This design comes from an exercise in tuning for small area on the open sky130 flow, not from production work. Only simulation tests tie the RTL to the original design; equivalence was not proved. Power figures rest on the tool's default switching activity, not on a simulated workload.

--- flow/flow/run.sh ---
#!/bin/bash
# The standard layout (standard.sh) with two changes:
#  - synthesis maps the logic with an area-oriented ABC script (flow/abc_area.script:
#    map -a, no ABC buffering or resizing) and leaves adders to ABC instead of
#    extracting half/full adder cells; registers are mapped exactly as standard.sh does;
#  - the port buffers inserted at global placement are sky130_fd_sc_hd__buf_1.
# Each step's full log stays under orfs/logs; make's own output goes to *.log here.
set -euo pipefail
W=$(pwd)
rm -rf "$W/scripts"
cp -r "$FLOW_HOME/scripts" "$W/scripts"
cp "$W/flow/abc_area.script" "$W/scripts/abc_area.script"
bash standard.sh SCRIPTS_DIR="$W/scripts" ADDER_MAP_FILE= synth > make_synth.log 2>&1
bash standard.sh BUFFER_PORTS_ARGS="-buffer_cell sky130_fd_sc_hd__buf_1" finish > make_finish.log 2>&1
--- flow/flow/abc_area.script ---
&get -n
&st
&dch -f
&nf -p -R 1000 -F 8 -A 8
&put
topo
stime -c
--- flow/standard.sh ---
#!/bin/bash
# synth_recipe.tcl (not shown) runs the flow's synth.tcl, then flattens the netlist and writes it again
# the make line also repeats each setting of config.mk as NAME=value (left out here)
make -C /OpenROAD-flow-scripts/flow DESIGN_CONFIG=/design/flow/config.mk WORK_HOME=/design/flow/orfs CLKGATE_MAP_FILE= SYNTH_SCRIPT=/design/flow/synth_recipe.tcl "${@:-finish}"
--- flow/config.mk ---
export PLATFORM = sky130hd
export DESIGN_NAME = BRAM_GPU
export DESIGN_NICKNAME = BRAM_GPU
export VERILOG_FILES = /design/flow/design.v
export SDC_FILE = /design/flow/constraint.sdc
export NUM_CORES = 4
export LEC_CHECK = 0
export ABC_AREA = 1
export CAP_MARGIN = 20
export CORE_MARGIN = 2
export CORE_UTILIZATION = 40
export CTS_BUF_LIST = sky130_fd_sc_hd__clkbuf_8
export SLEW_MARGIN = 20
export SYNTH_MEMORY_MAX_BITS = 131072
--- flow/constraint.sdc ---
create_clock -name core_clock -period 10.0 [get_ports {vga_clk}]
set_input_delay 2.0000 -clock core_clock [delete_from_list [all_inputs] [get_ports {vga_clk}]]
set_output_delay 2.0000 -clock core_clock [all_outputs]
set_load 0.01 [all_outputs]
--- flow/design.v ---
module CHAR_ROM(
    input wire [5:0] char_number,
    input wire [4:0] char_line,
    input wire [4:0] column,
    output wire pixel
);
wire [15:0] a = {char_number, char_line, column};
wire y;
wire n0, n1, n2, n3, n4, n5, n6, n7, n8, n9, n10, n11, n12, n13, n14, n15, n16, n17, n18, n19, n20, n21, n22, n23, n24, n25, n26, n27, n28, n29, n30, n31, n32, n33, n34, n35, n36, n37, n38, n39, n40, n41, n42, n43, n44, n45, n46, n47, n48, n49, n50, n51, n52, n53, n54, n55, n56, n57, n58, n59, n60, n61, n62, n63, n64, n65, n66, n67, n68, n69, n70, n71, n72, n73, n74, n75, n76, n77, n78, n79, n80, n81, n82, n83, n84, n85, n86, n87, n88, n89, n90, n91, n92, n93, n94, n95, n96, n97, n98, n99, n100, n101, n102, n103, n104, n105, n106, n107, n108, n109, n110, n111, n112, n113, n114, n115, n116, n117, n118, n119, n120, n121, n122, n123, n124, n125, n126, n127, n128, n129, n130, n131, n132, n133, n134, n135, n136, n137, n138, n139, n140, n141, n142, n143, n144, n145, n146, n147, n148, n149, n150, n151, n152, n153, n154, n155, n156, n157, n158, n159, n160, n161, n162, n163, n164, n165, n166, n167, n168, n169, n170, n171, n172, n173, n174, n175, n176, n177, n178, n179, n180, n181, n182, n183, n184, n185, n186, n187, n188, n189, n190, n191, n192, n193, n194, n195, n196, n197, n198, n199, n200, n201, n202, n203, n204, n205, n206, n207, n208, n209, n210, n211, n212, n213, n214, n215, n216, n217, n218, n219, n220, n221, n222, n223, n224, n225, n226, n227, n228, n229, n230, n231, n232, n233, n234, n235, n236, n237, n238, n239, n240, n241, n242, n243, n244, n245, n246, n247, n248, n249, n250, n251, n252, n253, n254, n255, n256, n257, n258, n259, n260, n261, n262, n263, n264, n265, n266, n267, n268, n269, n270, n271, n272, n273, n274, n275, n276, n277, n278, n279, n280, n281, n282, n283, n284, n285, n286, n287, n288, n289, n290, n291, n292, n293, n294, n295, n296, n297, n298, n299, n300, n301, n302, n303, n304, n305, n306, n307, n308, n309, n310, n311, n312, n313, n314, n315, n316, n317, n318, n319, n320, n321, n322, n323, n324, n325, n326, n327, n328, n329, n330, n331, n332, n333, n334, n335, n336, n337, n338, n339, n340, n341, n342, n343, n344, n345, n346, n347, n348, n349, n350, n351, n352, n353, n354, n355, n356, n357, n358, n359, n360, n361, n362, n363, n364, n365, n366, n367, n368, n369, n370, n371, n372, n373, n374, n375, n376, n377, n378, n379, n380, n381, n382, n383, n384, n385, n386, n387, n388, n389, n390, n391, n392, n393, n394, n395, n396, n397, n398, n399, n400, n401, n402, n403, n404, n405, n406, n407, n408, n409, n410, n411, n412, n413, n414, n415, n416, n417, n418, n419, n420, n421, n422, n423, n424, n425, n426, n427, n428, n429, n430, n431, n432, n433, n434, n435, n436, n437, n438, n439, n440, n441, n442, n443, n444, n445, n446, n447, n448, n449, n450, n451, n452, n453, n454, n455, n456, n457, n458, n459, n460, n461, n462, n463, n464, n465, n466, n467, n468, n469, n470, n471, n472, n473, n474, n475, n476, n477, n478, n479, n480, n481, n482, n483, n484, n485, n486, n487, n488, n489, n490, n491, n492, n493, n494, n495, n496, n497, n498, n499, n500, n501, n502, n503, n504, n505, n506, n507, n508, n509, n510, n511, n512, n513, n514, n515, n516, n517, n518, n519, n520, n521, n522, n523, n524, n525, n526, n527, n528, n529, n530, n531, n532, n533, n534, n535, n536, n537, n538, n539, n540, n541, n542, n543, n544, n545, n546, n547, n548, n549, n550, n551, n552, n553, n554, n555, n556, n557, n558, n559, n560, n561, n562, n563, n564, n565, n566, n567, n568, n569, n570, n571, n572, n573, n574, n575, n576, n577, n578, n579, n580, n581, n582, n583, n584, n585, n586, n587, n588, n589, n590, n591, n592, n593, n594, n595, n596, n597, n598, n599, n600, n601, n602, n603, n604, n605, n606, n607, n608, n609, n610, n611, n612, n613, n614, n615, n616, n617, n618, n619, n620, n621, n622, n623, n624, n625, n626, n627, n628, n629, n630, n631, n632, n633, n634, n635, n636, n637, n638, n639, n640, n641, n642, n643, n644, n645, n646, n647, n648, n649, n650, n651, n652, n653, n654, n655, n656, n657, n658, n659, n660, n661, n662, n663, n664, n665, n666, n667, n668, n669, n670, n671, n672, n673, n674, n675, n676, n677, n678, n679, n680, n681, n682, n683, n684, n685, n686, n687, n688, n689, n690, n691, n692, n693, n694, n695, n696, n697, n698, n699, n700, n701, n702, n703, n704, n705, n706, n707, n708, n709, n710, n711, n712, n713, n714, n715, n716, n717, n718, n719, n720, n721, n722, n723, n724, n725, n726, n727, n728, n729, n730, n731, n732, n733, n734, n735, n736, n737, n738, n739, n740, n741, n742, n743, n744, n745, n746, n747, n748, n749, n750, n751, n752, n753, n754, n755, n756, n757, n758, n759, n760, n761, n762, n763, n764, n765, n766, n767, n768, n769, n770, n771, n772, n773, n774, n775, n776, n777, n778, n779, n780, n781, n782, n783, n784, n785, n786, n787, n788, n789, n790, n791, n792, n793, n794, n795, n796, n797, n798, n799, n800, n801, n802, n803, n804, n805, n806, n807, n808, n809, n810, n811, n812, n813, n814, n815, n816, n817, n818, n819, n820, n821, n822, n823, n824, n825, n826, n827, n828, n829, n830, n831, n832, n833, n834, n835, n836, n837, n838, n839, n840, n841, n842, n843, n844, n845, n846, n847, n848, n849, n850, n851, n852, n853, n854, n855, n856, n857, n858, n859, n860, n861, n862, n863, n864, n865, n866, n867, n868, n869, n870, n871, n872, n873, n874, n875, n876, n877, n878, n879, n880, n881, n882, n883, n884, n885, n886, n887, n888, n889, n890, n891, n892, n893, n894, n895, n896, n897, n898, n899, n900, n901, n902, n903, n904, n905, n906, n907, n908, n909, n910, n911, n912, n913, n914, n915, n916, n917, n918, n919, n920, n921, n922, n923, n924, n925, n926, n927, n928, n929, n930, n931, n932, n933, n934, n935, n936, n937, n938, n939, n940, n941, n942, n943, n944, n945, n946, n947, n948, n949, n950, n951, n952, n953, n954, n955, n956, n957, n958, n959, n960, n961, n962, n963, n964, n965, n966, n967, n968, n969, n970, n971, n972, n973, n974, n975, n976, n977, n978, n979, n980, n981, n982, n983, n984, n985, n986, n987, n988, n989, n990, n991, n992, n993, n994, n995, n996, n997, n998, n999;
assign n0 = (a[8]&a[9]);
assign n1 = (~a[8]&~a[9]);
assign n2 = (~n0&~n1);
assign n3 = (~a[3]&a[4]);
assign n4 = (~a[2]&n3);
assign n5 = (a[7]&a[9]);
assign n6 = (~a[7]&~a[9]);
assign n7 = (~n5&~n6);
assign n8 = (n4&n7);
assign n9 = (~n2&n8);
assign n10 = (a[6]&a[7]);
assign n11 = (~a[8]&~n10);
assign n12 = (~a[6]&~a[7]);
assign n13 = (a[8]&~n12);
assign n14 = (~n11&~n13);
assign n15 = (a[3]&~a[4]);
assign n16 = (a[2]&n15);
assign n17 = (~n4&~n16);
assign n18 = (~a[1]&~a[2]);
assign n19 = (a[1]&a[2]);
assign n20 = (~n18&~n19);
assign n21 = (~n17&~n20);
assign n22 = (n14&n21);
assign n23 = (~n9&~n22);
assign n24 = (~a[6]&a[7]);
assign n25 = (a[6]&~a[7]);
assign n26 = (~n24&~n25);
assign n27 = (n2&~n26);
assign n28 = (~n14&~n27);
assign n29 = (n7&n28);
assign n30 = (~n3&~n15);
assign n31 = (n29&~n30);
assign n32 = (a[7]&a[8]);
assign n33 = (a[9]&~n32);
assign n34 = (~a[7]&~a[8]);
assign n35 = (~a[9]&~n34);
assign n36 = (~n33&~n35);
assign n37 = (n15&~n36);
assign n38 = (~n19&n37);
assign n39 = (~a[3]&~n19);
assign n40 = (~a[4]&~n39);
assign n41 = (~n32&~n34);
assign n42 = (a[6]&~a[9]);
assign n43 = (~a[6]&a[9]);
assign n44 = (~n42&~n43);
assign n45 = (~n2&n44);
assign n46 = (n41&n45);
assign n47 = (n40&n46);
assign n48 = (~n38&~n47);
assign n49 = (~n31&n48);
assign n50 = (a[1]&~n49);
assign n51 = (n2&n50);
assign n52 = (a[3]&n18);
assign n53 = (~a[3]&n19);
assign n54 = (~n52&~n53);
assign n55 = (~n26&~n54);
assign n56 = (~a[2]&n2);
assign n57 = (~n41&~n56);
assign n58 = (~n55&~n57);
assign n59 = (~n3&n58);
assign n60 = (~n50&~n58);
assign n61 = (~n59&~n60);
assign n62 = (~n51&n61);
assign n63 = (n23&n62);
assign n64 = (a[4]&~n32);
assign n65 = (~a[3]&n34);
assign n66 = (n64&~n65);
assign n67 = (~n28&~n66);
assign n68 = (a[6]&a[8]);
assign n69 = (~n11&~n68);
assign n70 = (n8&~n69);
assign n71 = (~n28&~n54);
assign n72 = (~n70&~n71);
assign n73 = (n4&n26);
assign n74 = (n14&n20);
assign n75 = (n1&~n74);
assign n76 = (~a[9]&n12);
assign n77 = (~n17&n20);
assign n78 = (n76&n77);
assign n79 = (n17&~n30);
assign n80 = (~n54&~n76);
assign n81 = (~n79&~n80);
assign n82 = (~n78&n81);
assign n83 = (~n75&~n82);
assign n84 = (~n73&n83);
assign n85 = (n72&~n84);
assign n86 = (n30&n85);
assign n87 = (a[6]&a[9]);
assign n88 = (a[8]&n87);
assign n89 = (n30&n88);
assign n90 = (~n36&~n89);
assign n91 = (~n86&n90);
assign n92 = (n3&~n18);
assign n93 = (~n88&~n92);
assign n94 = (n91&~n93);
assign n95 = (a[1]&~n45);
assign n96 = (n94&~n95);
assign n97 = (n2&~n52);
assign n98 = (n3&~n19);
assign n99 = (~n36&n98);
assign n100 = (~n2&~n99);
assign n101 = (~n97&~n100);
assign n102 = (n37&~n101);
assign n103 = (~n40&~n98);
assign n104 = (~n28&~n103);
assign n105 = (a[9]&~n10);
assign n106 = (n3&~n20);
assign n107 = (n105&n106);
assign n108 = (~n104&~n107);
assign n109 = (~n32&~n108);
assign n110 = (a[2]&n109);
assign n111 = (n102&~n110);
assign n112 = (n72&~n111);
assign n113 = (~n96&n112);
assign n114 = (~n67&~n113);
assign n115 = (a[2]&a[3]);
assign n116 = (~n35&~n115);
assign n117 = (~n114&n116);
assign n118 = (n63&n117);
assign n119 = (~n63&n73);
assign n120 = (a[10]&n91);
assign n121 = (~n119&n120);
assign n122 = (~n118&n121);
assign n123 = (~a[2]&n14);
assign n124 = (a[1]&n14);
assign n125 = (n2&~n124);
assign n126 = (~n123&~n125);
assign n127 = (~n122&~n126);
assign n128 = (~n54&n122);
assign n129 = (~a[11]&n102);
assign n130 = (~n128&n129);
assign n131 = (~n127&n130);
assign n132 = (a[10]&a[11]);
assign n133 = (~n39&~n115);
assign n134 = (~a[4]&n133);
assign n135 = (n2&n134);
assign n136 = (n7&n135);
assign n137 = (n72&n136);
assign n138 = (n16&~n28);
assign n139 = (a[2]&~a[3]);
assign n140 = (~n52&~n139);
assign n141 = (a[4]&~n140);
assign n142 = (~a[1]&n41);
assign n143 = (~n27&~n142);
assign n144 = (n141&~n143);
assign n145 = (n28&n144);
assign n146 = (~n138&~n145);
assign n147 = (n21&n41);
assign n148 = (n146&~n147);
assign n149 = (~n137&n148);
assign n150 = (n132&~n149);
assign n151 = (~a[10]&a[11]);
assign n152 = (~n36&n151);
assign n153 = (~n15&~n21);
assign n154 = (a[8]&~a[9]);
assign n155 = (~a[2]&~n154);
assign n156 = (~a[1]&~n42);
assign n157 = (n155&n156);
assign n158 = (~n153&~n157);
assign n159 = (n45&n158);
assign n160 = (~n92&~n159);
assign n161 = (n152&~n160);
assign n162 = (~a[10]&~a[11]);
assign n163 = (~n26&n31);
assign n164 = (~n162&~n163);
assign n165 = (a[2]&n14);
assign n166 = (n2&n41);
assign n167 = (~n19&n166);
assign n168 = (~n165&n167);
assign n169 = (n2&~n18);
assign n170 = (~n41&n169);
assign n171 = (n14&n18);
assign n172 = (~n170&~n171);
assign n173 = (~n168&n172);
assign n174 = (n162&n173);
assign n175 = (n3&~n174);
assign n176 = (~n164&n175);
assign n177 = (a[13]&~a[14]);
assign n178 = (~n176&n177);
assign n179 = (~n161&n178);
assign n180 = (~n150&n179);
assign n181 = (~n131&n180);
assign n182 = (~n16&~n21);
assign n183 = (~a[5]&n24);
assign n184 = (~n25&~n183);
assign n185 = (a[5]&a[6]);
assign n186 = (a[1]&n1);
assign n187 = (~n185&n186);
assign n188 = (n184&n187);
assign n189 = (a[9]&~n26);
assign n190 = (a[1]&~a[6]);
assign n191 = (~a[8]&n24);
assign n192 = (~n190&~n191);
assign n193 = (n189&n192);
assign n194 = (~n188&~n193);
assign n195 = (~n182&~n194);
assign n196 = (a[9]&n3);
assign n197 = (~n13&n196);
assign n198 = (~n94&n197);
assign n199 = (n94&~n197);
assign n200 = (~n198&~n199);
assign n201 = (~n1&~n113);
assign n202 = (~n200&n201);
assign n203 = (~n79&~n92);
assign n204 = (~n19&~n203);
assign n205 = (~a[5]&~a[6]);
assign n206 = (~n185&~n205);
assign n207 = (~n26&~n206);
assign n208 = (n1&n207);
assign n209 = (n34&~n208);
assign n210 = (~n87&n209);
assign n211 = (n204&~n210);
assign n212 = (~a[9]&~n19);
assign n213 = (~n182&n212);
assign n214 = (~n211&~n213);
assign n215 = (n2&n10);
assign n216 = (~n35&~n215);
assign n217 = (~n205&~n216);
assign n218 = (n191&n217);
assign n219 = (~n11&~n32);
assign n220 = (~a[9]&n219);
assign n221 = (~a[5]&a[7]);
assign n222 = (n220&n221);
assign n223 = (~n218&~n222);
assign n224 = (a[1]&~a[8]);
assign n225 = (n5&n224);
assign n226 = (~n76&~n225);
assign n227 = (~a[5]&~n226);
assign n228 = (a[7]&~a[9]);
assign n229 = (n185&n228);
assign n230 = (n32&~n44);
assign n231 = (~n229&~n230);
assign n232 = (~n227&n231);
assign n233 = (n223&n232);
assign n234 = (~n214&n233);
assign n235 = (~n202&n234);
assign n236 = (~n195&~n235);
assign n237 = (~a[1]&n154);
assign n238 = (a[9]&~n205);
assign n239 = (n190&n238);
assign n240 = (~n237&~n239);
assign n241 = (~n236&n240);
assign n242 = (~a[8]&n12);
assign n243 = (a[9]&n242);
assign n244 = (~n218&~n243);
assign n245 = (n19&~n244);
assign n246 = (n0&n185);
assign n247 = (n19&~n246);
assign n248 = (n11&~n189);
assign n249 = (~n247&~n248);
assign n250 = (n0&n221);
assign n251 = (~n222&~n250);
assign n252 = (~n249&n251);
assign n253 = (~n245&n252);
assign n254 = (a[9]&n41);
assign n255 = (~a[7]&a[8]);
assign n256 = (n185&n255);
assign n257 = (n254&~n256);
assign n258 = (~n183&n257);
assign n259 = (~a[1]&n258);
assign n260 = (n140&~n258);
assign n261 = (n30&~n260);
assign n262 = (~n53&~n261);
assign n263 = (~n259&~n262);
assign n264 = (~n253&n263);
assign n265 = (n162&~n264);
assign n266 = (~n241&n265);
assign n267 = (~a[5]&~a[8]);
assign n268 = (a[5]&a[8]);
assign n269 = (~n267&~n268);
assign n270 = (~n114&n269);
assign n271 = (n137&~n270);
assign n272 = (~a[0]&a[5]);
assign n273 = (~a[7]&~n272);
assign n274 = (n1&~n273);
assign n275 = (~a[8]&a[9]);
assign n276 = (~n258&n275);
assign n277 = (~n229&~n276);
assign n278 = (a[0]&~n277);
assign n279 = (~n274&~n278);
assign n280 = (a[1]&~n279);
assign n281 = (n12&n154);
assign n282 = (a[0]&~a[5]);
assign n283 = (~a[9]&~n282);
assign n284 = (n34&n206);
assign n285 = (~n283&n284);
assign n286 = (~n281&~n285);
assign n287 = (~n280&n286);
assign n288 = (n4&~n287);
assign n289 = (~a[0]&~a[1]);
assign n290 = (a[6]&n5);
assign n291 = (a[3]&~n290);
assign n292 = (a[5]&~n291);
assign n293 = (~n289&n292);
assign n294 = (n289&~n292);
assign n295 = (a[0]&a[1]);
assign n296 = (~a[2]&~n295);
assign n297 = (~a[4]&~n296);
assign n298 = (~n35&~n275);
assign n299 = (n32&~n205);
assign n300 = (~a[3]&~n299);
assign n301 = (~n298&~n300);
assign n302 = (n297&n301);
assign n303 = (~n294&n302);
assign n304 = (~n293&n303);
assign n305 = (n48&n304);
assign n306 = (a[2]&~n289);
assign n307 = (~n13&~n295);
assign n308 = (n306&~n307);
assign n309 = (n28&n282);
assign n310 = (~n308&~n309);
assign n311 = (a[0]&~n45);
assign n312 = (~n272&~n282);
assign n313 = (~n311&n312);
assign n314 = (~n310&~n313);
assign n315 = (n133&~n225);
assign n316 = (~n298&n315);
assign n317 = (a[0]&~n41);
assign n318 = (n207&n317);
assign n319 = (a[8]&n10);
assign n320 = (a[2]&~n319);
assign n321 = (~n34&n289);
assign n322 = (n196&~n321);
assign n323 = (n320&n322);
assign n324 = (~n318&n323);
assign n325 = (~n316&n324);
assign n326 = (~n314&n325);
assign n327 = (~n162&~n326);
assign n328 = (~n305&n327);
assign n329 = (~n288&n328);
assign n330 = (~n271&n329);
assign n331 = (~n266&~n330);
assign n332 = (a[14]&~n331);
assign n333 = (a[13]&~n332);
assign n334 = (a[10]&~a[11]);
assign n335 = (a[7]&~n18);
assign n336 = (~a[8]&n105);
assign n337 = (a[4]&~n336);
assign n338 = (~n335&~n337);
assign n339 = (n62&~n338);
assign n340 = (n142&n335);
assign n341 = (~n255&~n340);
assign n342 = (n42&~n341);
assign n343 = (a[2]&~a[7]);
assign n344 = (~a[1]&~n24);
assign n345 = (~n343&n344);
assign n346 = (n154&~n345);
assign n347 = (~n342&~n346);
assign n348 = (~n86&~n347);
assign n349 = (~a[1]&n14);
assign n350 = (a[2]&~n349);
assign n351 = (n219&~n350);
assign n352 = (~n340&~n351);
assign n353 = (~n348&n352);
assign n354 = (~a[8]&n18);
assign n355 = (a[4]&~a[9]);
assign n356 = (a[9]&n15);
assign n357 = (~n355&~n356);
assign n358 = (~n354&~n357);
assign n359 = (~n353&n358);
assign n360 = (n29&n98);
assign n361 = (n19&n275);
assign n362 = (~n146&n361);
assign n363 = (~n360&~n362);
assign n364 = (~n62&n363);
assign n365 = (~n359&n364);
assign n366 = (~n339&~n365);
assign n367 = (n334&~n366);
assign n368 = (~n242&~n319);
assign n369 = (n91&~n368);
assign n370 = (n162&~n369);
assign n371 = (~n88&~n182);
assign n372 = (n19&n88);
assign n373 = (n153&n372);
assign n374 = (~n3&~n40);
assign n375 = (~n373&~n374);
assign n376 = (~n371&n375);
assign n377 = (n29&~n376);
assign n378 = (n48&n163);
assign n379 = (n125&~n142);
assign n380 = (~n48&n379);
assign n381 = (~n378&~n380);
assign n382 = (~n19&~n381);
assign n383 = (~n377&n382);
assign n384 = (n16&n166);
assign n385 = (n23&~n384);
assign n386 = (~n26&n36);
assign n387 = (n92&n386);
assign n388 = (n151&~n387);
assign n389 = (~n137&n388);
assign n390 = (n385&n389);
assign n391 = (~n383&n390);
assign n392 = (~a[2]&a[4]);
assign n393 = (~n139&~n392);
assign n394 = (n30&n393);
assign n395 = (n27&~n394);
assign n396 = (n132&~n395);
assign n397 = (~a[13]&a[14]);
assign n398 = (~n396&n397);
assign n399 = (~n391&n398);
assign n400 = (~n370&n399);
assign n401 = (~n367&n400);
assign n402 = (n54&n144);
assign n403 = (n154&n402);
assign n404 = (n41&~n54);
assign n405 = (n26&n404);
assign n406 = (~n144&n405);
assign n407 = (~n403&~n406);
assign n408 = (~n63&n173);
assign n409 = (n37&~n147);
assign n410 = (~n10&~n17);
assign n411 = (~n166&n410);
assign n412 = (~n409&~n411);
assign n413 = (a[2]&~n69);
assign n414 = (n155&~n242);
assign n415 = (~n413&~n414);
assign n416 = (~n412&~n415);
assign n417 = (n173&~n416);
assign n418 = (~n319&~n417);
assign n419 = (~n408&~n418);
assign n420 = (n4&n419);
assign n421 = (~n36&n133);
assign n422 = (~n420&~n421);
assign n423 = (~a[4]&n125);
assign n424 = (n348&n423);
assign n425 = (n422&~n424);
assign n426 = (a[7]&n425);
assign n427 = (n407&~n426);
assign n428 = (a[1]&n27);
assign n429 = (~n41&~n428);
assign n430 = (~n204&n407);
assign n431 = (~n429&~n430);
assign n432 = (~n63&~n431);
assign n433 = (~a[9]&~n432);
assign n434 = (~n427&n433);
assign n435 = (~n113&n355);
assign n436 = (a[3]&n32);
assign n437 = (n435&~n436);
assign n438 = (~a[4]&n19);
assign n439 = (~n392&~n438);
assign n440 = (a[9]&n439);
assign n441 = (~n154&~n440);
assign n442 = (~n412&n441);
assign n443 = (n151&~n442);
assign n444 = (~n437&n443);
assign n445 = (~n434&n444);
assign n446 = (~a[2]&n32);
assign n447 = (a[6]&n6);
assign n448 = (~n446&~n447);
assign n449 = (n94&~n448);
assign n450 = (~n420&~n449);
assign n451 = (n190&n275);
assign n452 = (n404&~n451);
assign n453 = (n102&n416);
assign n454 = (~n452&~n453);
assign n455 = (~n163&n454);
assign n456 = (~a[1]&a[6]);
assign n457 = (n154&n456);
assign n458 = (~n455&~n457);
assign n459 = (n450&~n458);
assign n460 = (~n275&n402);
assign n461 = (n459&~n460);
assign n462 = (~n45&~n162);
assign n463 = (n461&~n462);
assign n464 = (~a[8]&~n7);
assign n465 = (n158&~n464);
assign n466 = (n334&~n465);
assign n467 = (~n20&n439);
assign n468 = (n166&~n467);
assign n469 = (~n79&n132);
assign n470 = (~n468&n469);
assign n471 = (~a[14]&~n470);
assign n472 = (~n466&n471);
assign n473 = (~n463&n472);
assign n474 = (~n445&n473);
assign n475 = (~n401&~n474);
assign n476 = (~n333&n475);
assign n477 = (~n181&~n476);
assign n478 = (a[12]&~n477);
assign n479 = (n152&~n374);
assign n480 = (n21&n479);
assign n481 = (n2&~n30);
assign n482 = (n7&n30);
assign n483 = (~n394&n482);
assign n484 = (~n481&~n483);
assign n485 = (a[10]&~n21);
assign n486 = (~n31&n485);
assign n487 = (~n484&~n486);
assign n488 = (~n480&~n487);
assign n489 = (~n4&~n123);
assign n490 = (~n49&~n489);
assign n491 = (~n434&~n490);
assign n492 = (~n31&~n94);
assign n493 = (n416&~n492);
assign n494 = (a[3]&n7);
assign n495 = (n144&~n494);
assign n496 = (n162&~n495);
assign n497 = (n407&n496);
assign n498 = (~n493&n497);
assign n499 = (n491&n498);
assign n500 = (~n182&n499);
assign n501 = (~n26&n30);
assign n502 = (~n55&~n501);
assign n503 = (a[11]&~n74);
assign n504 = (n502&n503);
assign n505 = (~n500&~n504);
assign n506 = (~n488&~n505);
assign n507 = (~n41&n141);
assign n508 = (n72&n507);
assign n509 = (n2&n508);
assign n510 = (n4&~n28);
assign n511 = (~n47&~n147);
assign n512 = (~n510&n511);
assign n513 = (~n509&n512);
assign n514 = (n334&~n513);
assign n515 = (~n506&~n514);
assign n516 = (n397&~n515);
assign n517 = (~n0&n368);
assign n518 = (~n113&~n517);
assign n519 = (a[9]&~n25);
assign n520 = (~a[8]&~n519);
assign n521 = (~n17&n520);
assign n522 = (~n83&~n521);
assign n523 = (~n36&~n522);
assign n524 = (a[2]&n319);
assign n525 = (~n275&~n524);
assign n526 = (~n115&n525);
assign n527 = (~n33&~n526);
assign n528 = (a[9]&n12);
assign n529 = (~a[4]&~n216);
assign n530 = (~n528&~n529);
assign n531 = (n376&~n530);
assign n532 = (~n527&~n531);
assign n533 = (n523&~n532);
assign n534 = (~n82&n275);
assign n535 = (a[10]&~n534);
assign n536 = (~n533&n535);
assign n537 = (~n518&n536);
assign n538 = (~a[8]&~n12);
assign n539 = (~n42&n538);
assign n540 = (n141&n539);
assign n541 = (~a[10]&~n540);
assign n542 = (~n531&n541);
assign n543 = (~n493&n542);
assign n544 = (~n537&~n543);
assign n545 = (n19&n544);
assign n546 = (~n523&n544);
assign n547 = (n200&~n546);
assign n548 = (~n545&~n547);
assign n549 = (n40&~n527);
assign n550 = (~n117&n549);
assign n551 = (n132&~n550);
assign n552 = (~n548&n551);
assign n553 = (n94&n461);
assign n554 = (a[11]&~n190);
assign n555 = (~n20&~n554);
assign n556 = (n14&n15);
assign n557 = (~n555&n556);
assign n558 = (~n35&~n125);
assign n559 = (~n557&n558);
assign n560 = (n376&~n559);
assign n561 = (~a[8]&~n349);
assign n562 = (n33&~n182);
assign n563 = (~n561&n562);
assign n564 = (n162&~n563);
assign n565 = (~n560&n564);
assign n566 = (~n553&n565);
assign n567 = (n16&~n173);
assign n568 = (n151&~n567);
assign n569 = (n432&n568);
assign n570 = (~a[13]&~a[14]);
assign n571 = (n62&n215);
assign n572 = (~n18&~n34);
assign n573 = (~n354&~n572);
assign n574 = (~n30&n33);
assign n575 = (~n573&n574);
assign n576 = (n334&~n575);
assign n577 = (~n316&n576);
assign n578 = (~n571&n577);
assign n579 = (n570&~n578);
assign n580 = (~n569&n579);
assign n581 = (~n566&n580);
assign n582 = (~n552&n581);
assign n583 = (~n21&~n275);
assign n584 = (n72&n583);
assign n585 = (~n454&~n584);
assign n586 = (~n220&~n585);
assign n587 = (n409&~n586);
assign n588 = (~a[6]&n0);
assign n589 = (~n5&~n588);
assign n590 = (n407&n589);
assign n591 = (n94&~n590);
assign n592 = (n334&~n591);
assign n593 = (~n587&n592);
assign n594 = (n450&n593);
assign n595 = (n26&~n482);
assign n596 = (a[4]&~a[8]);
assign n597 = (~a[4]&a[8]);
assign n598 = (~n596&~n597);
assign n599 = (~n54&~n598);
assign n600 = (~n45&n599);
assign n601 = (~n595&~n600);
assign n602 = (n91&~n601);
assign n603 = (n77&n601);
assign n604 = (n162&~n603);
assign n605 = (~n602&n604);
assign n606 = (n132&n385);
assign n607 = (n381&n606);
assign n608 = (~n19&~n154);
assign n609 = (~a[4]&~n608);
assign n610 = (~n68&~n275);
assign n611 = (n18&~n610);
assign n612 = (~n609&~n611);
assign n613 = (~n31&n612);
assign n614 = (n494&~n613);
assign n615 = (a[3]&a[9]);
assign n616 = (~n212&~n615);
assign n617 = (~n18&~n616);
assign n618 = (n109&~n617);
assign n619 = (n151&~n618);
assign n620 = (~n614&n619);
assign n621 = (n177&~n620);
assign n622 = (~n607&n621);
assign n623 = (~n605&n622);
assign n624 = (~n594&n623);
assign n625 = (~n141&~n238);
assign n626 = (a[9]&n141);
assign n627 = (n206&~n626);
assign n628 = (~n43&~n627);
assign n629 = (~n625&~n628);
assign n630 = (~n502&~n629);
assign n631 = (a[4]&~n44);
assign n632 = (n184&~n631);
assign n633 = (n502&~n632);
assign n634 = (~n630&~n633);
assign n635 = (~a[3]&n18);
assign n636 = (~n634&n635);
assign n637 = (~n147&n634);
assign n638 = (~n19&~n221);
assign n639 = (~n10&~n638);
assign n640 = (a[6]&n638);
assign n641 = (~n639&~n640);
assign n642 = (~n12&~n289);
assign n643 = (~a[4]&~n642);
assign n644 = (a[3]&~n18);
assign n645 = (~n643&n644);
assign n646 = (~n641&n645);
assign n647 = (~a[4]&n42);
assign n648 = (n2&~n647);
assign n649 = (~n8&n648);
assign n650 = (~n646&n649);
assign n651 = (~n508&n650);
assign n652 = (~n637&n651);
assign n653 = (~n636&n652);
assign n654 = (~n18&n45);
assign n655 = (~n169&~n654);
assign n656 = (~n318&~n655);
assign n657 = (~n48&~n656);
assign n658 = (n334&~n657);
assign n659 = (~n653&n658);
assign n660 = (n102&n173);
assign n661 = (~n585&n660);
assign n662 = (~n173&n508);
assign n663 = (n134&n386);
assign n664 = (n4&n125);
assign n665 = (~n377&n664);
assign n666 = (~n663&~n665);
assign n667 = (~n662&n666);
assign n668 = (~n661&n667);
assign n669 = (n162&n668);
assign n670 = (~a[1]&a[5]);
assign n671 = (n24&n154);
assign n672 = (~n670&n671);
assign n673 = (~n256&~n672);
assign n674 = (n223&n673);
assign n675 = (n77&n220);
assign n676 = (n674&n675);
assign n677 = (n36&~n221);
assign n678 = (~n257&~n677);
assign n679 = (~n42&~n678);
assign n680 = (n298&~n679);
assign n681 = (~n230&~n680);
assign n682 = (~n289&~n295);
assign n683 = (~a[4]&~n682);
assign n684 = (~n54&n683);
assign n685 = (~n681&n684);
assign n686 = (n12&~n17);
assign n687 = (~a[9]&~n13);
assign n688 = (n17&~n687);
assign n689 = (n296&~n688);
assign n690 = (~n686&n689);
assign n691 = (~n11&n690);
assign n692 = (n306&~n678);
assign n693 = (~a[3]&n297);
assign n694 = (~n692&n693);
assign n695 = (~n691&~n694);
assign n696 = (~a[2]&~a[9]);
assign n697 = (n682&~n696);
assign n698 = (~n257&~n697);
assign n699 = (~n319&~n698);
assign n700 = (~n695&n699);
assign n701 = (~n685&~n700);
assign n702 = (~n676&n701);
assign n703 = (a[0]&n19);
assign n704 = (~n209&~n703);
assign n705 = (~n250&~n319);
assign n706 = (~n528&n705);
assign n707 = (~n208&n706);
assign n708 = (~a[0]&n456);
assign n709 = (n205&~n289);
assign n710 = (~n295&~n709);
assign n711 = (~n708&n710);
assign n712 = (n707&~n711);
assign n713 = (n3&~n712);
assign n714 = (~n704&n713);
assign n715 = (n18&~n707);
assign n716 = (~n215&~n682);
assign n717 = (~n715&n716);
assign n718 = (n306&~n336);
assign n719 = (a[3]&a[4]);
assign n720 = (~n718&n719);
assign n721 = (~n717&n720);
assign n722 = (~n714&~n721);
assign n723 = (~n10&n13);
assign n724 = (n155&~n289);
assign n725 = (~n723&n724);
assign n726 = (~n217&n725);
assign n727 = (~n722&~n726);
assign n728 = (~a[0]&n18);
assign n729 = (~n306&~n728);
assign n730 = (a[3]&n25);
assign n731 = (~n728&n730);
assign n732 = (~n729&~n731);
assign n733 = (n15&~n732);
assign n734 = (n11&n296);
assign n735 = (n32&n206);
assign n736 = (~n734&~n735);
assign n737 = (n733&~n736);
assign n738 = (~n3&~n37);
assign n739 = (n10&~n738);
assign n740 = (n255&n733);
assign n741 = (~n739&~n740);
assign n742 = (~n296&~n741);
assign n743 = (~n737&~n742);
assign n744 = (a[9]&~n743);
assign n745 = (n21&~n674);
assign n746 = (n17&~n733);
assign n747 = (n242&~n746);
assign n748 = (n132&~n747);
assign n749 = (~n745&n748);
assign n750 = (~n744&n749);
assign n751 = (~n727&n750);
assign n752 = (n702&n751);
assign n753 = (n115&~n228);
assign n754 = (~n11&n753);
assign n755 = (n682&~n754);
assign n756 = (~n690&n755);
assign n757 = (a[6]&~n2);
assign n758 = (~n58&n757);
assign n759 = (~n20&~n80);
assign n760 = (~n682&~n757);
assign n761 = (~n759&n760);
assign n762 = (~n758&~n761);
assign n763 = (~n756&n762);
assign n764 = (~n45&n308);
assign n765 = (n45&~n308);
assign n766 = (n219&n296);
assign n767 = (~a[3]&~n766);
assign n768 = (~n765&n767);
assign n769 = (~n764&n768);
assign n770 = (~a[4]&~n769);
assign n771 = (n24&~n729);
assign n772 = (n36&~n731);
assign n773 = (~n771&n772);
assign n774 = (~n770&~n773);
assign n775 = (~n763&n774);
assign n776 = (n684&~n758);
assign n777 = (n3&~n306);
assign n778 = (~n7&~n296);
assign n779 = (a[6]&~n703);
assign n780 = (~n254&n779);
assign n781 = (~n778&n780);
assign n782 = (n15&~n781);
assign n783 = (~n777&~n782);
assign n784 = (~n776&n783);
assign n785 = (~n154&~n242);
assign n786 = (~n784&n785);
assign n787 = (n151&~n786);
assign n788 = (~n775&n787);
assign n789 = (a[13]&a[14]);
assign n790 = (~n788&n789);
assign n791 = (~n752&n790);
assign n792 = (~n669&n791);
assign n793 = (~n659&n792);
assign n794 = (~a[12]&~n793);
assign n795 = (~n624&n794);
assign n796 = (~n582&n795);
assign n797 = (~n516&n796);
assign n798 = (~n478&~n797);
assign n799 = (a[15]&~n798);
assign n800 = (~n122&~n132);
assign n801 = (n19&n105);
assign n802 = (~n459&n801);
assign n803 = (~n50&n102);
assign n804 = (~a[11]&~n803);
assign n805 = (~a[1]&n87);
assign n806 = (~n191&~n805);
assign n807 = (n102&~n806);
assign n808 = (n219&~n228);
assign n809 = (n141&n808);
assign n810 = (~n807&~n809);
assign n811 = (~n804&n810);
assign n812 = (~n202&n811);
assign n813 = (~n802&n812);
assign n814 = (n491&n813);
assign n815 = (~n800&~n814);
assign n816 = (~n355&n723);
assign n817 = (n182&~n816);
assign n818 = (n1&n20);
assign n819 = (n479&~n818);
assign n820 = (~n817&n819);
assign n821 = (~a[14]&~n820);
assign n822 = (~n815&n821);
assign n823 = (n92&n336);
assign n824 = (~n113&n823);
assign n825 = (n162&~n824);
assign n826 = (n425&n825);
assign n827 = (a[4]&n254);
assign n828 = (~n49&~n827);
assign n829 = (n151&~n828);
assign n830 = (~n435&n829);
assign n831 = (n7&~n17);
assign n832 = (~n101&~n831);
assign n833 = (a[6]&a[11]);
assign n834 = (~n125&~n833);
assign n835 = (~n832&n834);
assign n836 = (~n41&n133);
assign n837 = (~n5&~n224);
assign n838 = (~a[3]&~n837);
assign n839 = (n140&~n838);
assign n840 = (~n836&n839);
assign n841 = (~a[11]&~n165);
assign n842 = (~n14&~n189);
assign n843 = (a[4]&~n842);
assign n844 = (~n841&n843);
assign n845 = (~n840&n844);
assign n846 = (n125&n133);
assign n847 = (a[10]&~n557);
assign n848 = (~n846&n847);
assign n849 = (~n845&n848);
assign n850 = (~n835&n849);
assign n851 = (a[14]&~n850);
assign n852 = (~n830&n851);
assign n853 = (~n826&n852);
assign n854 = (a[13]&~n853);
assign n855 = (~n14&n139);
assign n856 = (~n452&~n855);
assign n857 = (~n7&~n171);
assign n858 = (~n856&~n857);
assign n859 = (a[4]&~n254);
assign n860 = (n858&n859);
assign n861 = (~a[10]&~n860);
assign n862 = (~n19&n163);
assign n863 = (~n36&~n182);
assign n864 = (a[11]&~n863);
assign n865 = (~n862&n864);
assign n866 = (~n861&~n865);
assign n867 = (~a[11]&n828);
assign n868 = (~n866&~n867);
assign n869 = (~n58&n134);
assign n870 = (~n2&~n869);
assign n871 = (~n49&n870);
assign n872 = (~n135&n334);
assign n873 = (~n871&n872);
assign n874 = (n64&~n242);
assign n875 = (~n85&n874);
assign n876 = (n873&~n875);
assign n877 = (~n868&~n876);
assign n878 = (~n182&n368);
assign n879 = (n479&~n878);
assign n880 = (n397&~n879);
assign n881 = (~n877&n880);
assign n882 = (~n854&~n881);
assign n883 = (~n822&n882);
assign n884 = (~n133&~n458);
assign n885 = (n35&~n884);
assign n886 = (a[4]&~n419);
assign n887 = (n32&~n886);
assign n888 = (n885&~n887);
assign n889 = (~n525&~n668);
assign n890 = (n564&~n889);
assign n891 = (~n888&n890);
assign n892 = (n197&n666);
assign n893 = (~n31&~n892);
assign n894 = (~n114&n893);
assign n895 = (~n858&~n894);
assign n896 = (~n507&~n885);
assign n897 = (n91&~n896);
assign n898 = (n151&~n897);
assign n899 = (~n895&n898);
assign n900 = (n113&n334);
assign n901 = (n132&~n523);
assign n902 = (n177&~n901);
assign n903 = (~n900&n902);
assign n904 = (~n899&n903);
assign n905 = (~n891&n904);
assign n906 = (~a[12]&~n905);
assign n907 = (~n883&n906);
assign n908 = (a[11]&~n360);
assign n909 = (~n544&n908);
assign n910 = (~n34&~n113);
assign n911 = (n135&~n910);
assign n912 = (n27&n204);
assign n913 = (n454&n912);
assign n914 = (~a[9]&~n23);
assign n915 = (~a[9]&~n409);
assign n916 = (~n16&~n141);
assign n917 = (~a[7]&~n916);
assign n918 = (~n915&n917);
assign n919 = (~n914&~n918);
assign n920 = (~n588&~n919);
assign n921 = (n334&~n920);
assign n922 = (~n99&n921);
assign n923 = (~n913&n922);
assign n924 = (~n911&n923);
assign n925 = (n570&~n924);
assign n926 = (~n909&n925);
assign n927 = (~n499&n926);
assign n928 = (~n41&~n154);
assign n929 = (n134&~n928);
assign n930 = (~n419&n929);
assign n931 = (~n114&~n930);
assign n932 = (n334&~n931);
assign n933 = (n21&n87);
assign n934 = (~n255&~n910);
assign n935 = (n141&~n934);
assign n936 = (~n824&~n828);
assign n937 = (~n935&n936);
assign n938 = (~n933&~n937);
assign n939 = (~a[11]&~n938);
assign n940 = (a[10]&~n376);
assign n941 = (~a[9]&n354);
assign n942 = (~n654&~n941);
assign n943 = (~n30&~n942);
assign n944 = (~a[9]&~n439);
assign n945 = (~n125&n944);
assign n946 = (~n4&n151);
assign n947 = (~n21&n946);
assign n948 = (~n945&n947);
assign n949 = (~n943&n948);
assign n950 = (~n36&~n949);
assign n951 = (~n940&n950);
assign n952 = (~n921&n951);
assign n953 = (~n939&n952);
assign n954 = (~n932&~n953);
assign n955 = (n789&~n954);
assign n956 = (n48&n151);
assign n957 = (~n461&n827);
assign n958 = (n956&~n957);
assign n959 = (n132&~n348);
assign n960 = (n422&n959);
assign n961 = (a[9]&~n140);
assign n962 = (~n28&n961);
assign n963 = (~n114&n962);
assign n964 = (n94&~n377);
assign n965 = (n377&n945);
assign n966 = (n162&~n965);
assign n967 = (~n964&n966);
assign n968 = (~n963&n967);
assign n969 = (n404&n494);
assign n970 = (n334&~n969);
assign n971 = (~n409&n970);
assign n972 = (~n63&n971);
assign n973 = (n397&~n972);
assign n974 = (~n968&n973);
assign n975 = (~n960&n974);
assign n976 = (~n958&n975);
assign n977 = (~n101&n956);
assign n978 = (~n171&n873);
assign n979 = (~n977&~n978);
assign n980 = (a[11]&n2);
assign n981 = (~n14&~n980);
assign n982 = (n79&~n981);
assign n983 = (~n979&~n982);
assign n984 = (~n132&~n171);
assign n985 = (n141&~n984);
assign n986 = (n858&n985);
assign n987 = (~n28&n141);
assign n988 = (n162&~n987);
assign n989 = (n984&~n988);
assign n990 = (n49&~n989);
assign n991 = (~n986&n990);
assign n992 = (n177&~n991);
assign n993 = (~n983&n992);
assign n994 = (a[12]&~n993);
assign n995 = (~n976&n994);
assign n996 = (~n955&n995);
assign n997 = (~n927&n996);
assign n998 = (~n907&~n997);
assign n999 = (~a[15]&~n998);
assign y = (~n799&~n999);
assign pixel = y;
endmodule
module BRAM_GPU(
        input wire vga_clk,
        input wire rst,
        output wire [3:0] r,
        output wire [3:0] g,
        output wire [3:0] b,
        output wire hs,
        output wire vs,
        output wire [11:0] bram_addr_blk,
        input wire [15:0] bram_rdata_blk,
        output wire [12:0] bram_addr_txtr,
        input wire [11:0] bram_rdata_txtr
);
reg [10:0] hc;       
reg [9:0] vc;        
reg first;           
reg [11:0] npix;     
reg [11:0] rgb;
wire h_last = hc[10] & hc[8] & hc[6];                   
wire h_pre  = hc[10] & hc[8] & (&hc[5:0]);              
wire v_last = vc[9] & vc[8] & vc[5] & vc[2] & vc[0];     
wire [10:0] hc_nxt = h_last ? 11'd0 : hc + 11'd1;
wire [9:0]  vc_nxt = h_pre ? (v_last ? 10'd0 : vc + 10'd1) : vc;
always @(posedge vga_clk)
    if (rst) begin
        hc <= 11'd1344;
        vc <= 10'd0;
    end else begin
        hc <= hc_nxt;
        vc <= vc_nxt;
    end
always @(posedge vga_clk)
    first <= rst;
assign bram_addr_blk = {vc_nxt[9:5] + {4'd0, hc_nxt[10]}, hc_nxt[9:5], 2'b00};
assign bram_addr_txtr = {bram_rdata_blk[14:12], vc[4:0], hc[4:0]};
wire h0 = ~|hc;
wire vtop = vc[9] & vc[8] & ~|vc[7:4];                  
assign hs = hc[10] & ~hc[9] & ~hc[8] & (hc[7:0] >= 8'd27) & (hc[7:0] < 8'd163);
wire vs_prev = (~|hc[10:2] & ~(hc[1] & hc[0])) | h_last;   
assign vs = vtop & (vs_prev ? (vc[3:0] >= 4'd4 && vc[3:0] <= 4'd9)
                            : (vc[3:0] >= 4'd3 && vc[3:0] <= 4'd8));
wire v768 = vtop & ~|vc[3:0];
wire vblank = vc[9] & vc[8] & ~(h0 ? v768 : v_last);
wire blank = ((hc[10] | vblank) & ~first) | rst;
wire border = (h0 || (~hc[10] & &hc[9:0]) || ~|vc || vc == 10'd767) & ~first;
wire glyph;
CHAR_ROM character_rom(
    .char_number(bram_rdata_blk[5:0]),
    .char_line(vc[4:0]),
    .column(hc[4:0]),
    .pixel(glyph)
);
wire inv = bram_rdata_blk[15];
wire m_glyph = glyph & ~blank;
wire m_tex = ~glyph & ~border & ~blank;
wire m_border = ~glyph & border & ~blank;
wire tp = m_tex & ~inv;           
wire tn = m_tex & inv;            
wire [2:0] fc = {3{m_glyph}} & bram_rdata_blk[10:8];
wire [2:0] on  = fc | {1'b0, m_border, 1'b0};
wire [2:0] p1 = on | {3{tp}};
wire [2:0] p0 = on | {3{tn}};
genvar i;
generate for (i = 0; i < 12; i = i + 1) begin : px
    always @(posedge vga_clk)
        npix[i] <= ~(bram_rdata_txtr[i] ? p1[i/4] : p0[i/4]);
end endgenerate
always @(posedge vga_clk)
    rgb <= ~(npix | {12{rst}});
assign {r, g, b} = rgb;
endmodule
==> results of run 1 <==
## cells in the mapped netlist, types with 4 or more instances
| cell type | instances | area (um2) |
|---|---|---|
| sky130_fd_sc_hd__a211oi_1 | 11 | 82.6 |
| sky130_fd_sc_hd__a2111oi_0 | 9 | 78.8 |
| sky130_fd_sc_hd__o22ai_1 | 8 | 50.1 |
| sky130_fd_sc_hd__a21o_1 | 7 | 52.6 |
| sky130_fd_sc_hd__nor3b_1 | 4 | 30.0 |
| sky130_fd_sc_hd__nor4_1 | 11 | 68.8 |
| sky130_fd_sc_hd__mux2i_1 | 7 | 70.1 |
| sky130_fd_sc_hd__nand3_1 | 36 | 180 |
| sky130_fd_sc_hd__nor3_1 | 36 | 180 |
| sky130_fd_sc_hd__a221oi_1 | 4 | 35.0 |
| sky130_fd_sc_hd__a31oi_1 | 22 | 138 |
| sky130_fd_sc_hd__nor2_1 | 133 | 499 |
| sky130_fd_sc_hd__a21oi_1 | 104 | 521 |
| sky130_fd_sc_hd__nand4_1 | 15 | 93.8 |
| sky130_fd_sc_hd__clkinv_1 | 7 | 26.3 |
| sky130_fd_sc_hd__a22oi_1 | 4 | 30.0 |
| sky130_fd_sc_hd__o211ai_1 | 12 | 90.1 |
| sky130_fd_sc_hd__buf_4 | 20 | 150 |
| sky130_fd_sc_hd__and2_0 | 7 | 43.8 |
| sky130_fd_sc_hd__nand2b_1 | 18 | 113 |
| sky130_fd_sc_hd__a22o_1 | 4 | 35.0 |
| sky130_fd_sc_hd__and3_1 | 9 | 56.3 |
| sky130_fd_sc_hd__xnor2_1 | 9 | 78.8 |
| sky130_fd_sc_hd__xor2_1 | 5 | 43.8 |
| sky130_fd_sc_hd__o21bai_1 | 4 | 30.0 |
| sky130_fd_sc_hd__nand2_1 | 87 | 327 |
| sky130_fd_sc_hd__a311oi_1 | 5 | 43.8 |
| sky130_fd_sc_hd__o21ai_0 | 77 | 385 |
| sky130_fd_sc_hd__o221ai_1 | 6 | 52.6 |
| sky130_fd_sc_hd__dfxtp_1 | 46 | 921 |
| sky130_fd_sc_hd__nor2b_1 | 17 | 106 |
| sky130_fd_sc_hd__or4_1 | 4 | 30.0 |
| sky130_fd_sc_hd__or3_1 | 6 | 37.5 |
| sky130_fd_sc_hd__or2_0 | 10 | 62.6 |
## critical path, stage by stage, from the launching register on
cell and delay [ns]:
sky130_fd_sc_hd__dfxtp_1 0.88, sky130_fd_sc_hd__or2_0 0.53, sky130_fd_sc_hd__nand2_1 0.14, sky130_fd_sc_hd__nand2_1 0.46, sky130_fd_sc_hd__nand2_1 0.34, sky130_fd_sc_hd__nor2_1 0.27
sky130_fd_sc_hd__nand2_1 0.15, sky130_fd_sc_hd__nand2_1 0.29, sky130_fd_sc_hd__nand2_1 0.16, sky130_fd_sc_hd__o22ai_1 0.18, sky130_fd_sc_hd__a21o_1 0.18, sky130_fd_sc_hd__nand2b_1 0.28
sky130_fd_sc_hd__a21o_1 0.22, sky130_fd_sc_hd__nor3_1 0.08, sky130_fd_sc_hd__a21o_1 0.19, sky130_fd_sc_hd__a31oi_1 0.20, sky130_fd_sc_hd__nand2_1 0.08, sky130_fd_sc_hd__a211oi_1 0.51
sky130_fd_sc_hd__a2111oi_0 0.11, sky130_fd_sc_hd__a2111oi_0 0.73, sky130_fd_sc_hd__a21oi_1 0.17, sky130_fd_sc_hd__o21ai_0 0.19, sky130_fd_sc_hd__nand2_1 0.07, sky130_fd_sc_hd__o32ai_1 0.33
sky130_fd_sc_hd__nor2b_1 0.37, sky130_fd_sc_hd__a21oi_1 0.15, sky130_fd_sc_hd__nand2b_1 0.17, sky130_fd_sc_hd__mux2i_1 0.12
## state kept, by name, summed over array words and instances (netlist names)
signal,count
hc,11
npix,12
vc,10
first,1
rgb,12
## layout make-up
| class | instances | share of cell area, % |
|---|---|---|
| repair buffers | 97 | 8.91 |
| well taps | 172 | 3.73 |
| clock inverters | 3 | 0.716 |
| inverters | 7 | 0.455 |
| flip-flops and latches | 46 | 16.0 |
| clock buffers | 5 | 1.19 |
| multi-input cells | 730 | 69.0 |
## power by group through the flow
stage	Clock (mW)	Sequential, mW	Combinational [mW]
floorplan	0	0.212	0.0824
global placement	0	0.210	0.130
finish	0.141	0.207	0.137
global route	0.150	0.209	0.147
CTS	0.144	0.207	0.130
detailed placement	0	0.211	0.130
## worst min-delay path by stage
stage	from	to	slack, ns
3_3_place_gp	npix[2]$_DFF_P_	rgb[2]$_DFF_P_	0.36
3_5_place_dp	npix[6]$_DFF_P_	rgb[6]$_DFF_P_	0.37
2_1_floorplan	npix[0]$_DFF_P_	rgb[0]$_DFF_P_	0.36
5_1_grt	npix[6]$_DFF_P_	rgb[6]$_DFF_P_	0.39
4_1_cts	npix[6]$_DFF_P_	rgb[6]$_DFF_P_	0.38
6_report	npix[6]$_DFF_P_	rgb[6]$_DFF_P_	0.38
## per-layer routing
metal | vias up | track usage [%]
li1 | 3221 | -
met1 | 3434 | 56.2
met2 | 765 | 64.7
met3 | 269 | 19.6
met4 | 0 | 33.2
met5 | - | 0
## stage by stage
step | instance area (um2) | power (mW) | worst slack [ns] | hold slack (ns) | util, %
global route | 5770 | 0.505 | 2.21 | 0.385 | 46.1
detailed placement | 5660 | 0.341 | 2.88 | 0.368 | 45.2
global placement | 5660 | 0.340 | 2.64 | 0.364 | 45.2
finish | 5770 | 0.485 | 2.32 | 0.379 | 46.1
floorplan | 5080 | 0.295 | 4.25 | 0.363 | -
CTS | 5770 | 0.481 | 2.88 | 0.380 | 46.1
## kinds of logic (layout without fill, tap and decap cells)
logic type,Yosys count,after routing,synth area share (%)
compound gates,309,309,37.6
xor+xnor,14,14,2.42
buf+inv,27,112,3.48
flops,46,46,18.2
mux,8,8,1.60
other cells,1,2,0.0739
simple gates,397,397,36.7
==> flow_summary.yaml, run 1 <==
clocking:
  cts_tree: "yes"
  cts.clk_slew.worst_paths_ns: 0.08
  clock_latency_ns: 0.32
  cts-buffers-inserted: 5
  cts_hold_buf: 0
  post_cts_resized: 0
  cts.sinks: 46
  clock_tree.buffer_depth: 2
  cts.root.buffer_cell: "sky130_fd_sc_hd__clkbuf_8"
  h_tree_levels: 2
  postCtsSetupBuffers: 0
sta:
  max_slew.worst_pin.slew_ns: 1.13
  layout_worst_path_cycle_share_pct: 76.8
  report.final.setup_viol: 0
  grt_setup_unrepaired: "false"
  timing.final.crit_period_ns: 7.68
  tns_ns: 0
  highest_attainable_clock_frequency_ghz: 0.130
  worst_slew_margin_rel_pct: 24.7
  final_hold_viol_count: 0
  finalMaxSlewViolations: 0
  timing.clock.skew_ns: 0.00560
grt:
  grt_pass1_wl_mm: 45.4
  gr-total-overflow: 0
  grt_start_max_net_pins: 44
  groute.usage.overall_pct: 46.1
  vias_in_the_first_global_route: 7136
  antenna_found_initial: 0
cells_and_area:
  layout.nets: 917
  antenna_cells_inserted: 0
  multi_input_area_um2: 3980
  drive_above_1_share_pct: 5.52
  synthToLayoutAreaGrowth_pct: 13.7
  nFillCells: 1426
  layoutNonFillerInstCount: 1060
  seqCellArea_um2: 922
  layout.cells.most_common: "sky130_fd_sc_hd__nor2_1"
  mostFrequentLayoutCells: "sky130_fd_sc_hd__nor2_1 (132), sky130_fd_sc_hd__a21oi_1 (104), sky130_fd_sc_hd__nand2_1 (87), sky130_fd_sc_hd__o21ai_0 (77), sky130_fd_sc_hd__buf_1 (57)"
detailed_routing:
  wl_met1_mm: 11.0
  routed_wl_mm: 31.1
  ant_nets: 0
  drt-initial-drc-count: 1299
  routed-wl-met3_mm: 4.90
  post_drt_via_cell_ratio: 7.25
  routedWlPerCell_um: 29.3
  route.detailed.drc: 0
  met2WireLength_mm: 12.5
  drt_pass1_iterations: 6
  highest-signal-layer: "met4"
  route.vias.total: 7689
worst_setup_path:
  worst-r2r-setup-slack_ns: 2.32
  required_ns: 10.20
  crit_path_end_kind: "flip-flop"
  worst-r2r-cell-count: 27
  r2r_start: "vc[1]$_SDFFE_PP0P_"
  critical_path.endpoint: "npix[5]$_DFF_P_"
  worstSetupStartpointType: "flip-flop"
  criticalPathCategory: "reg -> reg"
  crit-reg2reg-capture: "npix[5]$_DFF_P_"
  timing.critical_path.from: "vc[1]$_SDFFE_PP0P_"
  critical_path_arrival_ns: 7.88
  worst-path-max-fanout: 22
placement:
  post-place-cells: 1052
  dp_hpwl_mm: 22.0
  routabilityCongestion: 1.19
  numPortBuffers: 57
power_and_ir_drop:
  power_density_nw_per_um2: 84.1
  static-leakage-power_nw: 1.92
  power_frac_clock_pct: 29.0
  p_int_mw: 0.312
  seq_power_share_pct: 42.7
  comb_power_share_pct: 28.2
  irDropWorstVdd_v: 0.0000939
  p_sw_mw: 0.173
  power.share.switching_pct: 35.7
floorplan:
  die_area_um2: 13600
  die_x_um: 117
  die_height_um: 117
  floorplan_core_area_um2: 12500
  ios: 69
  starting_density_of_the_core_pct: 40.5
  core.rowCount: 41
synthesis:
  synth_area_um2: 5070
  synth_top_flop_cell: "sky130_fd_sc_hd__dfxtp_1"
  yosys_warnings: 1
  syn-instance-count: 802
  ys_ff_latch: 46
  ys_seq_area_share_pct: 18.2
  synth-edff-count: 0
  asyncSetResetFlopFracSynth_pct: 0
  synth.avg_cell_area_um2: 6.33
  synthDistinctLibCells: 54
worst_hold_path:
  holdPathStages: 1
  worst_hold_path_type: "reg -> reg"
flow_run:
  cap_violations: 0
status:
  outcome: "complete, no violations"
==> inputs of run 2 (changes only) <==
==> flow/flow/abc_area.script (replaced) <==
strash
dc2
dch -f
map -a
topo
stime -c
--- a/flow/config.mk
+++ b/flow/config.mk
@@ -11,3 +11,2 @@
 export CORE_UTILIZATION = 40
-export CTS_BUF_LIST = sky130_fd_sc_hd__clkbuf_8
 export SLEW_MARGIN = 20
==> run 2 against run 1 <==
Cell area up 3.4%. Global-route usage up 0.72 points. Total power increased by 5.4%. Flip-flop and latch count unchanged. Non-clock buffer count is 4 higher. Area after synthesis is 2.0% higher. Count of clock-buffer cells in the layout did not move. Clock skew is 0.0012 ns lower. Combinational power down 13%. Synthesized cell count increased by 17%. Sequential power shrank 2%.
==> flow_summary.yaml, run 2 <==
worst_setup_path:
  critical_path.n_buffers_inverters: 6
  crit_path_end_kind: "flip-flop"
  worst-path-max-fanout: 14
  worst-r2r-setup-slack_ns: 1.88
  critPathMostFrequentCell: "sky130_fd_sc_hd__nand2_1"
  required_ns: 10.18
  worst-r2r-cell-count: 32
  criticalPathCategory: "reg -> reg"
  critical_path_arrival_ns: 8.29
  worstSetupStartpointType: "flip-flop"
  critPathTopFamily: "simple AND/OR/NAND/NOR gates"
  crit-reg2reg-capture: "npix[1]$_DFF_P_"
  r2r_start: "hc[3]$_SDFF_PP0_"
  max_stage_delay_ns: 0.98
  worst_path_max_delay_cell: "sky130_fd_sc_hd__a21boi_0"
synthesis:
  synth_area_um2: 5180
  ys_ff_latch: 46
  yosys.cell_count.top_type: "sky130_fd_sc_hd__nor2_1"
  asyncSetResetFlopFracSynth_pct: 0
  synthDistinctLibCells: 37
  synth.avg_cell_area_um2: 5.52
  synth_top_flop_cell: "sky130_fd_sc_hd__dfxtp_1"
  dominant_cell_type_by_area_after_synthesis: "sky130_fd_sc_hd__dfxtp_1"
  ys_seq_area_share_pct: 17.8
  yosys_warnings: 1
  yosys-top-cells-count: "sky130_fd_sc_hd__nor2_1 (232), sky130_fd_sc_hd__clkinv_1 (145), sky130_fd_sc_hd__a21oi_1 (98)"
  syn-instance-count: 938
  synthDominantCellAreaShare_pct: 17.8
  synthTopCellsByArea: "sky130_fd_sc_hd__dfxtp_1 (18%), sky130_fd_sc_hd__nor2_1 (17%), sky130_fd_sc_hd__clkinv_1 (11%), sky130_fd_sc_hd__a21oi_1 (9.5%), sky130_fd_sc_hd__o21ai_0 (8.2%)"
  synth-edff-count: 0
cells_and_area:
  top_regs: "npix x12, rgb x12, hc x11"
  drive_above_1_share_pct: 5.84
  multi_input_area_um2: 3570
  synthToLayoutAreaGrowth_pct: 15.3
  nFillCells: 1425
  mostFrequentLayoutCells: "sky130_fd_sc_hd__nor2_1 (232), sky130_fd_sc_hd__clkinv_1 (145), sky130_fd_sc_hd__a21oi_1 (98), sky130_fd_sc_hd__nand2_1 (96), sky130_fd_sc_hd__o21ai_0 (85)"
  seqCellArea_um2: 921
  layout.cells.most_common: "sky130_fd_sc_hd__nor2_1"
  layout.nets: 1057
clocking:
  cts_hold_buf: 0
  cts.root.buffer_cell: "sky130_fd_sc_hd__clkbuf_16"
  h_tree_levels: 2
  clock_latency_ns: 0.29
  clock_tree.buffer_depth: 2
  cts_tree: "yes"
  postCtsSetupBuffers: 0
  post_cts_resized: 0
  cts.sinks: 46
  cts-buffers-inserted: 5
  cts.clk_slew.worst_paths_ns: 0.06
grt:
  grt-busiest-layer: "met2"
  groute.layer.met2.usage_pct: 69.8
  grt.met3_usage_pct: 16.1
  met1_usage_pct: 53.7
  grt_start_max_net_pins: 24
  antenna_found_initial: 2
  grt_pass1_wl_mm: 48.1
  groute.usage.overall_pct: 46.8
  gr-total-overflow: 0
  vias_in_the_first_global_route: 7489
power_and_ir_drop:
  irDropWorstVdd_v: 0.000135
  power_density_nw_per_um2: 85.7
  fin_total_pwr_mw: 0.511
  static-leakage-power_nw: 2.03
detailed_routing:
  drt-initial-drc-count: 1272
  routed_wl_mm: 33.5
  post_drt_via_cell_ratio: 6.74
  routedWlPerCell_um: 27.9
  route.detailed.drc: 0
  route.vias.total: 8095
  ant_nets: 0
  drt_pass1_iterations: 8
worst_hold_path:
  holdPathStages: 1
  worst_hold_path_type: "reg -> reg"
  hold_end: "rgb[0]$_DFF_P_"
  min_from: "npix[0]$_DFF_P_"
sta:
  highest_attainable_clock_frequency_ghz: 0.123
  timing.final.crit_period_ns: 8.12
  max_slew.worst_pin.slew_ns: 1.23
  tns_ns: 0
  timing.clock.skew_ns: 0.00440
  layout_worst_path_cycle_share_pct: 81.2
  grt_setup_unrepaired: "false"
  finalMaxSlewViolations: 0
  worst_slew_margin_rel_pct: 17.5
  report.final.setup_viol: 0
  final_hold_viol_count: 0
status:
  outcome: "complete, no violations"
placement:
  routabilityCongestion: 1.19
  numPortBuffers: 57
  dp_hpwl_mm: 25.3
floorplan:
  die_x_um: 118
  starting_density_of_the_core_pct: 41.0
  ios: 69
  die_area_um2: 13900
  floorplan_core_area_um2: 12600
  core.rowCount: 41
  die_height_um: 118
flow_run:
  cap_violations: 0
-- run 2: final cells by class --
| cell class | instances | share of cell area (%) |
|---|---|---|
| Clock buffer | 5 | 2.10 |
| Clock inverter | 3 | 0.734 |
| Inverter | 145 | 9.12 |
| Antenna cell | 1 | 0.0419 |
| Tap cell | 172 | 3.61 |
| Sequential cell | 46 | 15.4 |
| Multi-Input combinational cell | 728 | 59.8 |
| Timing Repair Buffer | 101 | 9.12 |
-- run 2: metal layers --
| metal | vias to the layer above | wire length, um | share of wire (%) |
|---|---|---|---|
| li1 | 3433 | - | - |
| met3 | 281 | 5090 | 15 |
| met5 | - | 13 | 0.039 |
| met2 | 807 | 13500 | 40 |
| met4 | 2 | 3690 | 11 |
| met1 | 3572 | 11200 | 33 |
-- run 2: how the worst max path moves through the flow --
stage / from / to / slack, ns / cells past startpoint
CTS: vc[1]$_SDFFE_PP0P_ / npix[2]$_DFF_P_ / 2.59 / 35
finish: hc[3]$_SDFF_PP0_ / npix[1]$_DFF_P_ / 1.88 / 32
detailed placement: vc[1]$_SDFFE_PP0P_ / npix[2]$_DFF_P_ / 2.65 / 35
global route: hc[3]$_SDFF_PP0_ / npix[7]$_DFF_P_ / 1.71 / 32
floorplan: hc[2]$_SDFF_PP0_ / bram_addr_blk[11] / 4.43 / 20
global placement: vc[1]$_SDFFE_PP0P_ / npix[11]$_DFF_P_ / 2.61 / 35
-- run 2: worst reg2reg max path: cells and delay by family, from the launching register on --
family	cells	cell delay, ns
AO/OA/AOI/OAI	8	2.54
buffers and inverters	6	1.39
flip-flops	1	0.77
AND/OR/NAND/NOR	18	3.29
-- run 2: through the flow --
step | hold slack, ns | setup slack [ns] | utilization, % | area [um2] | cells
floorplan | 0.363 | 4.43 | - | 5180 | 939
global placement | 0.364 | 2.61 | 45.9 | 5790 | 1192
detailed placement | 0.370 | 2.65 | 45.9 | 5790 | 1192
CTS | 0.380 | 2.59 | 47.2 | 5960 | 1200
global route | 0.390 | 1.71 | 47.3 | 5960 | 1200
finish | 0.378 | 1.88 | 47.3 | 5970 | 1201
-- run 2: logic make-up (layout without fill, tap and decap cells) --
family | Yosys count | in the layout | share of synthesized area, %
AOI/OAI and AO/OA | 285 | 285 | 32.9
xor gates and xnor gates | 4 | 4 | 0.677
buffers and inverters | 165 | 254 | 13.4
DFF | 46 | 46 | 17.8
other | 1 | 3 | 0.0724
and+or+nand+nor | 437 | 437 | 35.1
-- run 2: where the power goes --
group | total, mW | internal [mW] | switching, mW
Sequential | 0.203 | 0.194 | 0.00900
Clock | 0.189 | 0.118 | 0.0704
Combinational | 0.119 | 0.0337 | 0.0856

## separate check: timing with driven ports
No port has a modelled driver above. Below, the same layouts with a new extraction and two added sets of constraints.
Step 1, drivers: a clkbuf_16 drives vga_clk and a buf_2 each remaining input, both assumed.
Step 2 adds t to the input delays and takes it off the output delays; t is the mean of the earliest and latest rising clock arrival at the registers after step 1. Input paths then give back, and output paths get back, about the clock's delay inside the block.
Slacks: ideal ports / drivers / drivers and shift; pairs: ideal ports / drivers.
run | shift t [ns] | setup WS [ns] | worst setup path after step 2
run 1 | 0.359 | 2.321 / 2.321 / 2.321 | register to register
run 2 | 0.325 | 1.882 / 1.882 / 1.882 | register to register
After both steps every run listed still meets setup and hold.
